Background: an optimization exercise with open tools, aiming at small area and a short achievable clock period. Do not read the settings as production practice.
RTL that was checked went through simulation tests only; none was proved equivalent to the original.
No activity file was given, so power comes from the tool's default toggle rates. The clock port is modelled as an ideal driver; clocking choices that lean on that would not hold on a real chip.

==> run E <==
==> flow/design.v <==
module register_file (
    input clk,
    input clr,
    input [4:0] A1,
    input [4:0] A2,
    input [4:0] A3,
    input [31:0] WD3,
    input WE3,
    output [31:0] RD1,
    output [31:0] RD2
);
  wire [31:0] wdata = clr ? 32'd0 : WD3;
  wire [31:0] q[0:31];
  genvar i, j;
  generate
    for (i = 0; i < 32; i = i + 1) begin : g_reg
      reg [31:0] r;
      wire wen = clr | (WE3 & (A3 == i));
      always @(posedge clk) if (wen) r <= wdata;
      assign q[i] = r;
    end
  endgenerate
  wire [31:0] sel1, sel2;
  generate
    for (i = 0; i < 32; i = i + 1) begin : g_dec
      assign sel1[i] = (A1 == i);
      assign sel2[i] = (A2 == i);
    end
    for (j = 0; j < 32; j = j + 1) begin : g_bit
      wire [31:0] col;
      for (i = 0; i < 32; i = i + 1) begin : g_col
        assign col[i] = q[i][j];
      end
      rf_read_bit P1 (.sel(sel1), .d(col), .y(RD1[j]));
      rf_read_bit P2 (.sel(sel2), .d(col), .y(RD2[j]));
    end
  endgenerate
endmodule
module rf_read_bit (
    input [31:0] sel,
    input [31:0] d,
    output y
);
  wire [10:0] n;
  genvar k;
  generate
    for (k = 0; k < 10; k = k + 1) begin : g_aoi
      rf_aoi222 G (
          .a1(sel[3*k]), .a2(d[3*k]),
          .b1(sel[3*k+1]), .b2(d[3*k+1]),
          .c1(sel[3*k+2]), .c2(d[3*k+2]),
          .y(n[k])
      );
    end
  endgenerate
  rf_aoi22 G10 (.a1(sel[30]), .a2(d[30]), .b1(sel[31]), .b2(d[31]), .y(n[10]));
  wire [2:0] m;
  rf_nand4 N0 (.a(n[0]), .b(n[1]), .c(n[2]), .d(n[3]), .y(m[0]));
  rf_nand4 N1 (.a(n[4]), .b(n[5]), .c(n[6]), .d(n[7]), .y(m[1]));
  rf_nand3 N2 (.a(n[8]), .b(n[9]), .c(n[10]), .y(m[2]));
  rf_or3 O (.a(m[0]), .b(m[1]), .c(m[2]), .y(y));
endmodule
module rf_aoi222 (
    input a1, a2, b1, b2, c1, c2,
    output y
);
  assign y = ~((a1 & a2) | (b1 & b2) | (c1 & c2));
endmodule
module rf_aoi22 (
    input a1, a2, b1, b2,
    output y
);
  assign y = ~((a1 & a2) | (b1 & b2));
endmodule
module rf_nand4 (
    input a, b, c, d,
    output y
);
  assign y = ~(a & b & c & d);
endmodule
module rf_nand3 (
    input a, b, c,
    output y
);
  assign y = ~(a & b & c);
endmodule
module rf_or3 (
    input a, b, c,
    output y
);
  assign y = a | b | c;
endmodule
module pipelined_mips (
    input clk,
    input rst,
    output [31:0] imem_addr,
    input [31:0] imem_rdata,
    output [31:0] dmem_addr,
    output [31:0] dmem_wdata,
    output dmem_we,
    output dmem_re,
    input [31:0] dmem_rdata
);
  reg  [31:2] pcF;
  wire [31:2] pcPlus4F = pcF + 30'd1;
  wire        stall;
  reg         pcSrcM;
  reg  [31:0] wdataM;   
  always @(posedge clk) begin
    if (rst) pcF <= 30'd0;
    else if (!stall) pcF <= pcSrcM ? wdataM[31:2] : pcPlus4F;
  end
  assign imem_addr = {pcF, 2'b00};
  wire [5:0] opF = imem_rdata[31:26];
  wire isRF = (opF == 6'b000000);
  wire isLwF = (opF == 6'b100011);
  wire isSwF = (opF == 6'b101011);
  wire isBeqF = (opF == 6'b000100);
  reg isRD, isLwD, isSwD, isBeqD;
  reg [4:0] rsD, rtD;
  reg [15:0] immD;
  reg [31:2] pcPlus4D;
  always @(posedge clk) begin
    if (rst) begin
      isRD   <= 1'b0;
      isLwD  <= 1'b0;
      isSwD  <= 1'b0;
      isBeqD <= 1'b0;
    end else if (!stall) begin
      isRD   <= isRF;
      isLwD  <= isLwF;
      isSwD  <= isSwF;
      isBeqD <= isBeqF;
    end
    if (!stall) begin
      rsD      <= imem_rdata[25:21];
      rtD      <= imem_rdata[20:16];
      immD     <= imem_rdata[15:0];
      pcPlus4D <= pcPlus4F;
    end
  end
  wire [4:0] rdD = immD[15:11];
  wire [5:0] functD = immD[5:0];
  wire [31:0] rd1D, rd2D;
  reg  [31:0] resultW;
  reg  [ 4:0] writeRegW;
  reg         regWriteW;
  reg rstQ;
  always @(posedge clk) rstQ <= rst;
  register_file RF (
      .clk(clk),
      .clr(rstQ),
      .A1 (rsD),
      .A2 (rtD),
      .A3 (writeRegW),
      .WD3(resultW),
      .WE3(regWriteW),
      .RD1(rd1D),
      .RD2(rd2D)
  );
  reg [2:0] aluCtlD;
  always @(*) begin
    if (!isRD) aluCtlD = 3'b010;
    else
      case (functD)
        6'b100000: aluCtlD = 3'b010;
        6'b100010: aluCtlD = 3'b110;
        6'b100101: aluCtlD = 3'b001;
        6'b101010: aluCtlD = 3'b111;
        default:   aluCtlD = 3'b000;
      endcase
  end
  wire [4:0] writeRegD = isRD ? rdD : rtD;
  reg regWriteE, memToRegE, memWriteE, branchE;
  reg [4:0] writeRegE;
  reg regWriteM;
  reg [4:0] writeRegM;
  wire rsHitE = (rsD == writeRegE);
  wire rtHitE = (rtD == writeRegE);
  assign stall = memToRegE & (rsHitE | rtHitE);
  wire rsNZ = |rsD;
  wire rtNZ = |rtD;
  wire aluSrcD = isLwD | isSwD;
  wire fwdAMD = rsNZ & rsHitE & regWriteE;
  wire fwdBMD = rtNZ & rtHitE & regWriteE;
  wire fwdAWD = rsNZ & (rsD == writeRegM) & regWriteM;
  wire fwdBWD = rtNZ & (rtD == writeRegM) & regWriteM;
  wire [2:0] selAD = fwdAMD ? 3'b001 : fwdAWD ? 3'b010 : 3'b100;
  wire [3:0] selBD = aluSrcD ? 4'b1000 : fwdBMD ? 4'b0001 : fwdBWD ? 4'b0010 : 4'b0100;
  reg [3:0] resSelD;
  always @(*) begin
    case (aluCtlD[1:0])
      2'b00: resSelD = 4'b0001;
      2'b01: resSelD = 4'b0010;
      2'b10: resSelD = 4'b0100;
      default: resSelD = 4'b1000;
    endcase
  end
  reg [31:0] rd1E, rd2E;
  reg [15:0] immE;
  reg [31:2] pcPlus4E;
  reg subE;
  reg [3:0] resSelE;
  reg [2:0] selAE;
  reg [3:0] selBE;
  always @(posedge clk) begin
    if (rst | stall) begin
      regWriteE <= 1'b0;
      memToRegE <= 1'b0;
      memWriteE <= 1'b0;
      branchE   <= 1'b0;
    end else begin
      regWriteE <= isRD | isLwD;
      memToRegE <= isLwD;
      memWriteE <= isSwD;
      branchE   <= isBeqD;
    end
    writeRegE <= writeRegD;
    rd1E      <= rd1D;
    rd2E      <= rd2D;
    immE      <= immD;
    pcPlus4E  <= pcPlus4D;
    subE      <= aluCtlD[2];
    resSelE   <= resSelD;
    selAE     <= selAD;
    selBE     <= selBD;
  end
  reg [31:0] aluOutM;
  wire [31:0] immExtE = {{16{immE[15]}}, immE};
  wire [31:0] srcA = ({32{selAE[0]}} & aluOutM) | ({32{selAE[1]}} & resultW) |
                     ({32{selAE[2]}} & rd1E);
  wire [31:0] srcB = ({32{selBE[0]}} & aluOutM) | ({32{selBE[1]}} & resultW) |
                     ({32{selBE[2]}} & rd2E) | ({32{selBE[3]}} & immExtE);
  wire [31:0] bIn = subE ? ~srcB : srcB;
  wire [31:0] sum = srcA + bIn + {31'd0, subE};
  wire [31:0] aluRes = ({32{resSelE[0]}} & (srcA & srcB)) |
                       ({32{resSelE[1]}} & (srcA | srcB)) |
                       ({32{resSelE[2]}} & sum) |
                       {31'd0, resSelE[3] & sum[31]};
  wire eqE = (srcA == srcB);
  wire [31:2] targetE = pcPlus4E + {{14{immE[15]}}, immE};
  reg memToRegM, memWriteM;
  reg ldM;   
  always @(posedge clk) begin
    if (rst) begin
      regWriteM <= 1'b0;
      memToRegM <= 1'b0;
      memWriteM <= 1'b0;
      pcSrcM    <= 1'b0;
    end else begin
      regWriteM <= regWriteE;
      memToRegM <= memToRegE;
      memWriteM <= memWriteE;
      pcSrcM    <= branchE & eqE;
    end
    ldM       <= memToRegE;
    writeRegM <= writeRegE;
    aluOutM   <= aluRes;
    wdataM    <= branchE ? {targetE, 2'b00} : rd2E;
  end
  assign dmem_addr  = aluOutM;
  assign dmem_wdata = wdataM;
  assign dmem_we    = memWriteM;
  assign dmem_re    = memToRegM;
  always @(posedge clk) begin
    if (rst) regWriteW <= 1'b0;
    else regWriteW <= regWriteM;
    writeRegW <= writeRegM;
    resultW   <= ldM ? dmem_rdata : aluOutM;
  end
endmodule
==> flow/flow/run.sh <==
#!/bin/bash
# Layout flow: the standard flow (standard.sh, unchanged synthesis), with
# two changes to how the layout is made:
#  - every input and output port still gets a buffer, but a buf_2 instead of
#    the delay-cell buffer that buffer_ports picks by default;
#  - timing repair over-fixes setup: it works on every path whose slack is
#    under SETUP_SLACK_MARGIN, so the achieved period shrinks. The clock
#    period and the constraints are the design's, unchanged.
# The make output goes to flow_make.log here; ORFS keeps each step's own log
# under orfs/logs/.
set -euo pipefail
bash standard.sh \
  "BUFFER_PORTS_ARGS=-buffer_cell sky130_fd_sc_hd__buf_2" \
  SETUP_SLACK_MARGIN=12.8 \
  finish > flow_make.log 2>&1
==> flow/standard.sh <==
#!/bin/bash
# synth_recipe.tcl (not shown) runs the flow's synth.tcl, then flattens the netlist and writes it again
# the make line also repeats each setting of config.mk as NAME=value (left out here)
make -C /OpenROAD-flow-scripts/flow DESIGN_CONFIG=/design/flow/config.mk WORK_HOME=/design/flow/orfs CLKGATE_MAP_FILE= SYNTH_SCRIPT=/design/flow/synth_recipe.tcl "${@:-finish}"
==> flow/config.mk <==
export PLATFORM = sky130hd
export DESIGN_NAME = pipelined_mips
export DESIGN_NICKNAME = pipelined_mips
export VERILOG_FILES = /design/flow/design.v
export SDC_FILE = /design/flow/constraint.sdc
export NUM_CORES = 4
export LEC_CHECK = 0
export CAP_MARGIN = 20
export CORE_MARGIN = 2
export CORE_UTILIZATION = 60
export CTS_CLUSTER_DIAMETER = 100
export CTS_CLUSTER_SIZE = 30
export PLACE_DENSITY = 0.75
export SLEW_MARGIN = 20
export SYNTH_HIERARCHICAL = 1
==> flow/constraint.sdc <==
create_clock -name core_clock -period 17.0 [get_ports {clk}]
set_input_delay 3.4000 -clock core_clock [delete_from_list [all_inputs] [get_ports {clk}]]
set_output_delay 3.4000 -clock core_clock [all_outputs]
set_load 0.01 [all_outputs]
==> run X: changes against run E <==
==> flow/design.v, changed modules only <==
module register_file (
    input clk,
    input clr,
    input [4:0] A1,
    input [4:0] A2,
    input [4:0] A3,
    input [31:0] WD3,
    input WE3,
    output [31:0] RD1,
    output [31:0] RD2
);
  wire [31:0] wdata = clr ? 32'd0 : WD3;
  reg [31:0] R[0:31];
  genvar i;
  generate
    for (i = 0; i < 32; i = i + 1) begin : g_reg
      wire wen = clr | (WE3 & (A3 == i));
      always @(posedge clk) if (wen) R[i] <= wdata;
    end
  endgenerate
  reg [31:0] rd1, rd2;
  integer k;
  always @(*) begin
    rd1 = 32'd0;
    rd2 = 32'd0;
    for (k = 0; k < 32; k = k + 1) begin
      rd1 = rd1 | (R[k] & {32{A1 == k}});
      rd2 = rd2 | (R[k] & {32{A2 == k}});
    end
  end
  assign RD1 = rd1;
  assign RD2 = rd2;
endmodule
module pipelined_mips (
    input clk,
    input rst,
    output [31:0] imem_addr,
    input [31:0] imem_rdata,
    output [31:0] dmem_addr,
    output [31:0] dmem_wdata,
    output dmem_we,
    output dmem_re,
    input [31:0] dmem_rdata
);
  reg  [31:2] pcF;
  wire [31:2] pcPlus4F = pcF + 30'd1;
  wire        stall;
  reg         pcSrcM;
  reg  [31:0] wdataM;   
  always @(posedge clk) begin
    if (rst) pcF <= 30'd0;
    else if (!stall) pcF <= pcSrcM ? wdataM[31:2] : pcPlus4F;
  end
  assign imem_addr = {pcF, 2'b00};
  wire [5:0] opF = imem_rdata[31:26];
  wire isRF = (opF == 6'b000000);
  wire isLwF = (opF == 6'b100011);
  wire isSwF = (opF == 6'b101011);
  wire isBeqF = (opF == 6'b000100);
  reg isRD, isLwD, isSwD, isBeqD;
  reg [4:0] rsD, rtD;
  reg [15:0] immD;
  reg [31:2] pcPlus4D;
  always @(posedge clk) begin
    if (rst) begin
      isRD   <= 1'b0;
      isLwD  <= 1'b0;
      isSwD  <= 1'b0;
      isBeqD <= 1'b0;
    end else if (!stall) begin
      isRD   <= isRF;
      isLwD  <= isLwF;
      isSwD  <= isSwF;
      isBeqD <= isBeqF;
    end
    if (!stall) begin
      rsD      <= imem_rdata[25:21];
      rtD      <= imem_rdata[20:16];
      immD     <= imem_rdata[15:0];
      pcPlus4D <= pcPlus4F;
    end
  end
  wire [4:0] rdD = immD[15:11];
  wire [5:0] functD = immD[5:0];
  wire [31:0] rd1D, rd2D;
  reg  [31:0] resultW;
  reg  [ 4:0] writeRegW;
  reg         regWriteW;
  reg rstQ;
  always @(posedge clk) rstQ <= rst;
  register_file RF (
      .clk(clk),
      .clr(rstQ),
      .A1 (rsD),
      .A2 (rtD),
      .A3 (writeRegW),
      .WD3(resultW),
      .WE3(regWriteW),
      .RD1(rd1D),
      .RD2(rd2D)
  );
  reg [2:0] aluCtlD;
  always @(*) begin
    if (!isRD) aluCtlD = 3'b010;
    else
      case (functD)
        6'b100000: aluCtlD = 3'b010;
        6'b100010: aluCtlD = 3'b110;
        6'b100101: aluCtlD = 3'b001;
        6'b101010: aluCtlD = 3'b111;
        default:   aluCtlD = 3'b000;
      endcase
  end
  wire [4:0] writeRegD = isRD ? rdD : rtD;
  reg regWriteE, memToRegE, memWriteE, branchE;
  reg [4:0] writeRegE;
  reg regWriteM;
  reg [4:0] writeRegM;
  wire rsHitE = (rsD == writeRegE);
  wire rtHitE = (rtD == writeRegE);
  assign stall = memToRegE & (rsHitE | rtHitE);
  wire rsNZ = |rsD;
  wire rtNZ = |rtD;
  wire fwdAMD = rsNZ & rsHitE & regWriteE;
  wire fwdBMD = rtNZ & rtHitE & regWriteE;
  wire fwdAWD = rsNZ & (rsD == writeRegM) & regWriteM;
  wire fwdBWD = rtNZ & (rtD == writeRegM) & regWriteM;
  reg [31:0] rd1E, rd2E;
  reg [15:0] immE;
  reg [31:2] pcPlus4E;
  reg aluSrcE;
  reg [2:0] aluCtlE;
  reg fwdAME, fwdAWE, fwdBME, fwdBWE;
  always @(posedge clk) begin
    if (rst | stall) begin
      regWriteE <= 1'b0;
      memToRegE <= 1'b0;
      memWriteE <= 1'b0;
      branchE   <= 1'b0;
    end else begin
      regWriteE <= isRD | isLwD;
      memToRegE <= isLwD;
      memWriteE <= isSwD;
      branchE   <= isBeqD;
    end
    writeRegE <= writeRegD;
    rd1E      <= rd1D;
    rd2E      <= rd2D;
    immE      <= immD;
    pcPlus4E  <= pcPlus4D;
    aluSrcE   <= isLwD | isSwD;
    aluCtlE   <= aluCtlD;
    fwdAME    <= fwdAMD;
    fwdAWE    <= fwdAWD;
    fwdBME    <= fwdBMD;
    fwdBWE    <= fwdBWD;
  end
  reg [31:0] aluOutM;
  wire [31:0] srcA = fwdAME ? aluOutM : fwdAWE ? resultW : rd1E;
  wire [31:0] regB = fwdBME ? aluOutM : fwdBWE ? resultW : rd2E;
  wire [31:0] immExtE = {{16{immE[15]}}, immE};
  wire [31:0] srcB = aluSrcE ? immExtE : regB;
  wire [31:0] bIn = aluCtlE[2] ? ~srcB : srcB;
  wire [31:0] sum = srcA + bIn + {31'd0, aluCtlE[2]};
  reg  [31:0] aluRes;
  always @(*) begin
    case (aluCtlE[1:0])
      2'b00: aluRes = srcA & srcB;
      2'b01: aluRes = srcA | srcB;
      2'b10: aluRes = sum;
      default: aluRes = {31'd0, sum[31]};
    endcase
  end
  wire eqE = (srcA == regB);
  wire [31:2] targetE = pcPlus4E + {{14{immE[15]}}, immE};
  reg memToRegM, memWriteM;
  always @(posedge clk) begin
    if (rst) begin
      regWriteM <= 1'b0;
      memToRegM <= 1'b0;
      memWriteM <= 1'b0;
      pcSrcM    <= 1'b0;
    end else begin
      regWriteM <= regWriteE;
      memToRegM <= memToRegE;
      memWriteM <= memWriteE;
      pcSrcM    <= branchE & eqE;
    end
    writeRegM <= writeRegE;
    aluOutM   <= aluRes;
    wdataM    <= branchE ? {targetE, 2'b00} : rd2E;
  end
  assign dmem_addr  = aluOutM;
  assign dmem_wdata = wdataM;
  assign dmem_we    = memWriteM;
  assign dmem_re    = memToRegM;
  always @(posedge clk) begin
    if (rst) regWriteW <= 1'b0;
    else regWriteW <= regWriteM;
    writeRegW <= writeRegM;
    resultW   <= memToRegM ? dmem_rdata : aluOutM;
  end
endmodule
// module rf_read_bit removed
// module rf_aoi222 removed
// module rf_aoi22 removed
// module rf_nand4 removed
// module rf_nand3 removed
// module rf_or3 removed
==> flow/run.sh (new file) <==
#!/bin/bash
# synth_recipe.tcl (not shown) runs the flow's synth.tcl, then flattens the netlist and writes it again
# the make line also repeats each setting of config.mk as NAME=value (left out here)
make -C /OpenROAD-flow-scripts/flow DESIGN_CONFIG=/design/flow/config.mk WORK_HOME=/design/flow/orfs CLKGATE_MAP_FILE= SYNTH_SCRIPT=/design/flow/synth_recipe.tcl finish
==> flow/config.mk (replaced) <==
export PLATFORM = sky130hd
export DESIGN_NAME = pipelined_mips
export DESIGN_NICKNAME = pipelined_mips
export VERILOG_FILES = /design/flow/design.v
export SDC_FILE = /design/flow/constraint.sdc
export NUM_CORES = 4
export LEC_CHECK = 0
export CAP_MARGIN = 20
export CORE_MARGIN = 2
export CORE_UTILIZATION = 40
export PLACE_DENSITY = 0.6
export SLEW_MARGIN = 20
removed: flow/flow/run.sh
removed: flow/standard.sh
==> run G: changes against run E <==
==> flow/design.v, changed modules only <==
module bk_add #(
    parameter N = 32
) (
    input [N-1:0] A,
    input [N-1:0] B,
    input CI,
    output [N-1:0] S,
    output [N-1:0] PX,
    output [N-1:0] GX
);
  wire [N-1:0] p = A ^ B;
  wire [N-1:0] g0 = A & B;
  assign PX = p;
  assign GX = g0;
  reg [N-1:0] G, P;
  integer l, i;
  always @(*) begin
    G = g0;
    P = p;
    G[0] = g0[0] | (p[0] & CI);
    for (l = 0; (1 << l) < N; l = l + 1)
      for (i = 0; i < N; i = i + 1)
        if (((i + 1) % (2 << l)) == 0) begin
          G[i] = G[i] | (P[i] & G[i-(1<<l)]);
          P[i] = P[i] & P[i-(1<<l)];
        end
    for (l = 5; l >= 0; l = l - 1)
      for (i = 0; i < N; i = i + 1)
        if ((2 << l) <= i && ((i + 1) % (2 << l)) == (1 << l) && (1 << l) < N) begin
          G[i] = G[i] | (P[i] & G[i-(1<<l)]);
          P[i] = P[i] & P[i-(1<<l)];
        end
  end
  assign S = p ^ {G[N-2:0], CI};
endmodule
module rf_read_bit (
    input [31:0] sel,
    input [31:0] d,
    output y
);
  wire [9:0] n;
  genvar k;
  generate
    for (k = 0; k < 10; k = k + 1) begin : g_aoi
      rf_aoi222 G (
          .a1(sel[3*k]), .a2(d[3*k]),
          .b1(sel[3*k+1]), .b2(d[3*k+1]),
          .c1(sel[3*k+2]), .c2(d[3*k+2]),
          .y(n[k])
      );
    end
  endgenerate
  wire [2:0] m;
  wire o;
  rf_nand4 N0 (.a(n[0]), .b(n[1]), .c(n[2]), .d(n[3]), .y(m[0]));
  rf_nand4 N1 (.a(n[4]), .b(n[5]), .c(n[6]), .d(n[7]), .y(m[1]));
  rf_nand2 N2 (.a(n[8]), .b(n[9]), .y(m[2]));
  rf_or3 O (.a(m[0]), .b(m[1]), .c(m[2]), .y(o));
  rf_ao221 L (.a1(sel[30]), .a2(d[30]), .b1(sel[31]), .b2(d[31]), .c(o), .y(y));
endmodule
module rf_ao221 (
    input a1, a2, b1, b2, c,
    output y
);
  assign y = (a1 & a2) | (b1 & b2) | c;
endmodule
module rf_nand2 (
    input a, b,
    output y
);
  assign y = ~(a & b);
endmodule
module pipelined_mips (
    input clk,
    input rst,
    output [31:0] imem_addr,
    input [31:0] imem_rdata,
    output [31:0] dmem_addr,
    output [31:0] dmem_wdata,
    output dmem_we,
    output dmem_re,
    input [31:0] dmem_rdata
);
  reg  [31:2] pcF;
  wire [31:2] pcPlus4F = pcF + 30'd1;
  wire        stall;
  reg         pcSrcM;
  reg  [31:0] wdataM;   
  always @(posedge clk) begin
    if (rst) pcF <= 30'd0;
    else if (!stall) pcF <= pcSrcM ? wdataM[31:2] : pcPlus4F;
  end
  assign imem_addr = {pcF, 2'b00};
  wire [5:0] opF = imem_rdata[31:26];
  wire isRF = (opF == 6'b000000);
  wire isLwF = (opF == 6'b100011);
  wire isSwF = (opF == 6'b101011);
  wire isBeqF = (opF == 6'b000100);
  reg isRD, isLwD, isSwD, isBeqD;
  reg [4:0] rsD, rtD;
  reg [15:0] immD;
  reg [31:2] pcPlus4D;
  always @(posedge clk) begin
    if (rst) begin
      isRD   <= 1'b0;
      isLwD  <= 1'b0;
      isSwD  <= 1'b0;
      isBeqD <= 1'b0;
    end else if (!stall) begin
      isRD   <= isRF;
      isLwD  <= isLwF;
      isSwD  <= isSwF;
      isBeqD <= isBeqF;
    end
    if (!stall) begin
      rsD      <= imem_rdata[25:21];
      rtD      <= imem_rdata[20:16];
      immD     <= imem_rdata[15:0];
      pcPlus4D <= pcPlus4F;
    end
  end
  wire [4:0] rdD = immD[15:11];
  wire [5:0] functD = immD[5:0];
  wire [31:0] rd1D, rd2D;
  reg  [31:0] resultW;
  reg  [ 4:0] writeRegW;
  reg         regWriteW;
  reg rstQ;
  always @(posedge clk) rstQ <= rst;
  register_file RF (
      .clk(clk),
      .clr(rstQ),
      .A1 (rsD),
      .A2 (rtD),
      .A3 (writeRegW),
      .WD3(resultW),
      .WE3(regWriteW),
      .RD1(rd1D),
      .RD2(rd2D)
  );
  reg [4:0] aluFnD;   
  always @(*) begin
    if (isRD)
      case (functD)
        6'b100000: aluFnD = 5'b00010;
        6'b100010: aluFnD = 5'b10010;
        6'b100101: aluFnD = 5'b01100;
        6'b101010: aluFnD = 5'b10001;
        default:   aluFnD = 5'b01000;
      endcase
    else if (isBeqD) aluFnD = 5'b10010;
    else aluFnD = 5'b00010;
  end
  wire subD = aluFnD[4];
  wire selGD = aluFnD[3];
  wire selPD = aluFnD[2];
  wire selSD = aluFnD[1];
  wire selLtD = aluFnD[0];
  wire [4:0] writeRegD = isRD ? rdD : rtD;
  reg regWriteE, memToRegE, memWriteE, branchE;
  reg [4:0] writeRegE;
  reg regWriteM;
  reg [4:0] writeRegM;
  wire rsHitE = (rsD == writeRegE);
  wire rtHitE = (rtD == writeRegE);
  assign stall = memToRegE & (rsHitE | rtHitE);
  wire rsNZ = |rsD;
  wire rtNZ = |rtD;
  wire aluSrcD = isLwD | isSwD;
  wire fwdAMD = rsNZ & rsHitE & regWriteE;
  wire fwdBMD = rtNZ & rtHitE & regWriteE;
  wire fwdAWD = rsNZ & (rsD == writeRegM) & regWriteM;
  wire fwdBWD = rtNZ & (rtD == writeRegM) & regWriteM;
  wire [2:0] selAD = fwdAMD ? 3'b001 : fwdAWD ? 3'b010 : 3'b100;
  wire [3:0] selBD = aluSrcD ? 4'b1000 : fwdBMD ? 4'b0001 : fwdBWD ? 4'b0010 : 4'b0100;
  reg [31:0] rd1E, rd2E;
  reg [15:0] immE;
  reg [31:2] pcPlus4E;
  reg subE, selGE, selPE, selSE, selLtE;
  reg [2:0] selAE;
  reg [3:0] selBE;
  always @(posedge clk) begin
    if (rst | stall) begin
      regWriteE <= 1'b0;
      memToRegE <= 1'b0;
      memWriteE <= 1'b0;
      branchE   <= 1'b0;
    end else begin
      regWriteE <= isRD | isLwD;
      memToRegE <= isLwD;
      memWriteE <= isSwD;
      branchE   <= isBeqD;
    end
    writeRegE <= writeRegD;
    rd1E      <= rd1D;
    rd2E      <= rd2D;
    immE      <= immD;
    pcPlus4E  <= pcPlus4D;
    subE      <= subD;
    selGE     <= selGD;
    selPE     <= selPD;
    selSE     <= selSD;
    selLtE    <= selLtD;
    selAE     <= selAD;
    selBE     <= selBD;
  end
  reg [31:0] aluOutM;
  wire [31:0] immExtE = {{16{immE[15]}}, immE};
  wire [31:0] srcA = ({32{selAE[0]}} & aluOutM) | ({32{selAE[1]}} & resultW) |
                     ({32{selAE[2]}} & rd1E);
  wire [31:0] srcB = ({32{selBE[0]}} & aluOutM) | ({32{selBE[1]}} & resultW) |
                     ({32{selBE[2]}} & rd2E) | ({32{selBE[3]}} & immExtE);
  wire [31:0] bIn = subE ? ~srcB : srcB;
  wire [31:0] sum, pE, gE;
  bk_add #(.N(32)) ALU_ADD (.A(srcA), .B(bIn), .CI(subE), .S(sum), .PX(pE), .GX(gE));
  wire [31:0] aluRes = ({32{selGE}} & gE) | ({32{selPE}} & pE) | ({32{selSE}} & sum) |
                       {31'd0, selLtE & sum[31]};
  wire eqE = &pE;
  wire [31:2] targetE;
  bk_add #(.N(30)) BR_ADD (.A(pcPlus4E), .B({{14{immE[15]}}, immE}), .CI(1'b0), .S(targetE), .PX(), .GX());
  reg memToRegM, memWriteM;
  reg ldM;   
  always @(posedge clk) begin
    if (rst) begin
      regWriteM <= 1'b0;
      memToRegM <= 1'b0;
      memWriteM <= 1'b0;
      pcSrcM    <= 1'b0;
    end else begin
      regWriteM <= regWriteE;
      memToRegM <= memToRegE;
      memWriteM <= memWriteE;
      pcSrcM    <= branchE & eqE;
    end
    ldM       <= memToRegE;
    writeRegM <= writeRegE;
    aluOutM   <= aluRes;
    wdataM    <= branchE ? {targetE, 2'b00} : rd2E;
  end
  assign dmem_addr  = aluOutM;
  assign dmem_wdata = wdataM;
  assign dmem_we    = memWriteM;
  assign dmem_re    = memToRegM;
  always @(posedge clk) begin
    if (rst) regWriteW <= 1'b0;
    else regWriteW <= regWriteM;
    writeRegW <= writeRegM;
    resultW   <= ldM ? dmem_rdata : aluOutM;
  end
endmodule
// module rf_aoi22 removed
// module rf_nand3 removed
==> flow/flow/run.sh (replaced) <==
#!/bin/bash
# Layout flow: the standard flow (standard.sh, unchanged synthesis), with
# three changes to how the layout is made:
#  - every input and output port still gets a buffer, but a buf_2 instead of
#    the delay-cell buffer that buffer_ports picks by default;
#  - timing repair over-fixes setup: it works on every path whose slack is
#    under SETUP_SLACK_MARGIN, so the achieved period shrinks. The clock
#    period and the constraints are the design's, unchanged;
#  - clock tree synthesis clusters up to 30 sinks per leaf buffer and adds
#    no dummy loads.
# The make output goes to flow_make.log here; ORFS keeps each step's own log
# under orfs/logs/.
set -euo pipefail
bash standard.sh \
  "BUFFER_PORTS_ARGS=-buffer_cell sky130_fd_sc_hd__buf_2" \
  SETUP_SLACK_MARGIN=12.5 \
  "CTS_ARGS=-sink_clustering_enable -repair_clock_nets -sink_clustering_size 30 -sink_clustering_max_diameter 100 -dont_use_dummy_load" \
  finish > flow_make.log 2>&1
==> comparison <==
Run G passed the timing, DRC and antenna checks. Run X completed without violations. Run E finished clean. Between run X and run G, the lower combinational power is in run X (gap about 5%, measured against run G). The highest maximum frequency belongs to run G, the lowest to run X. Between run X and run E, the lower non-clock buffer count is in run X (gap 90). Of run X and run E, run X has the higher design area (gap 7.2%, measured against run E). Against run E, the register-to-register slack of run G is lower by 0.30 ns. Of run X and run G, run X has the higher count of clock-buffer cells in the layout (gap 130). Die area: run G < run E < run X. Total power, highest first: run X, run E, run G. In run E the flip-flop and latch count is higher than in run X, by 5. The highest utilization belongs to run E, the lowest to run X.
Function not checked in run X: the RTL went through the layout flow alone.

-- port drivers added, routing unchanged --
Ports are ideal in the flow. The routed layouts listed here were re-timed in OpenROAD.
Step 1, drivers: a clkbuf_16 drives clk and a buf_2 each remaining input, both assumed.
Step 2 adds t to the input delays and takes it off the output delays; t is the mean of the earliest and latest rising clock arrival at the registers after step 1. Input paths then give back, and output paths get back, about the clock's delay inside the block.
a / b / c = ideal ports / drivers / drivers and shift; a / b = the first two.
run | shift t [ns] | slack for setup (ns) | worst setup path at the end | worst register clock-pin slew, ns | worst data-port slew with drivers (ns)
run E | 0.781 | 12.369 / 12.300 / 12.251 | input to register | 0.12 / 0.12 | 0.06
run X | 0.873 | 11.122 / 11.047 / 11.920 | register to output | 0.07 / 0.07 | 0.14
run G | 0.748 | 12.417 / 12.337 / 12.199 | input to register | 0.12 / 0.12 | 0.05
After both steps setup and hold are still met in every run listed. The setup slack of run G, which loses most, moves by -0.080 ns with the drivers and by -0.218 ns with both steps.
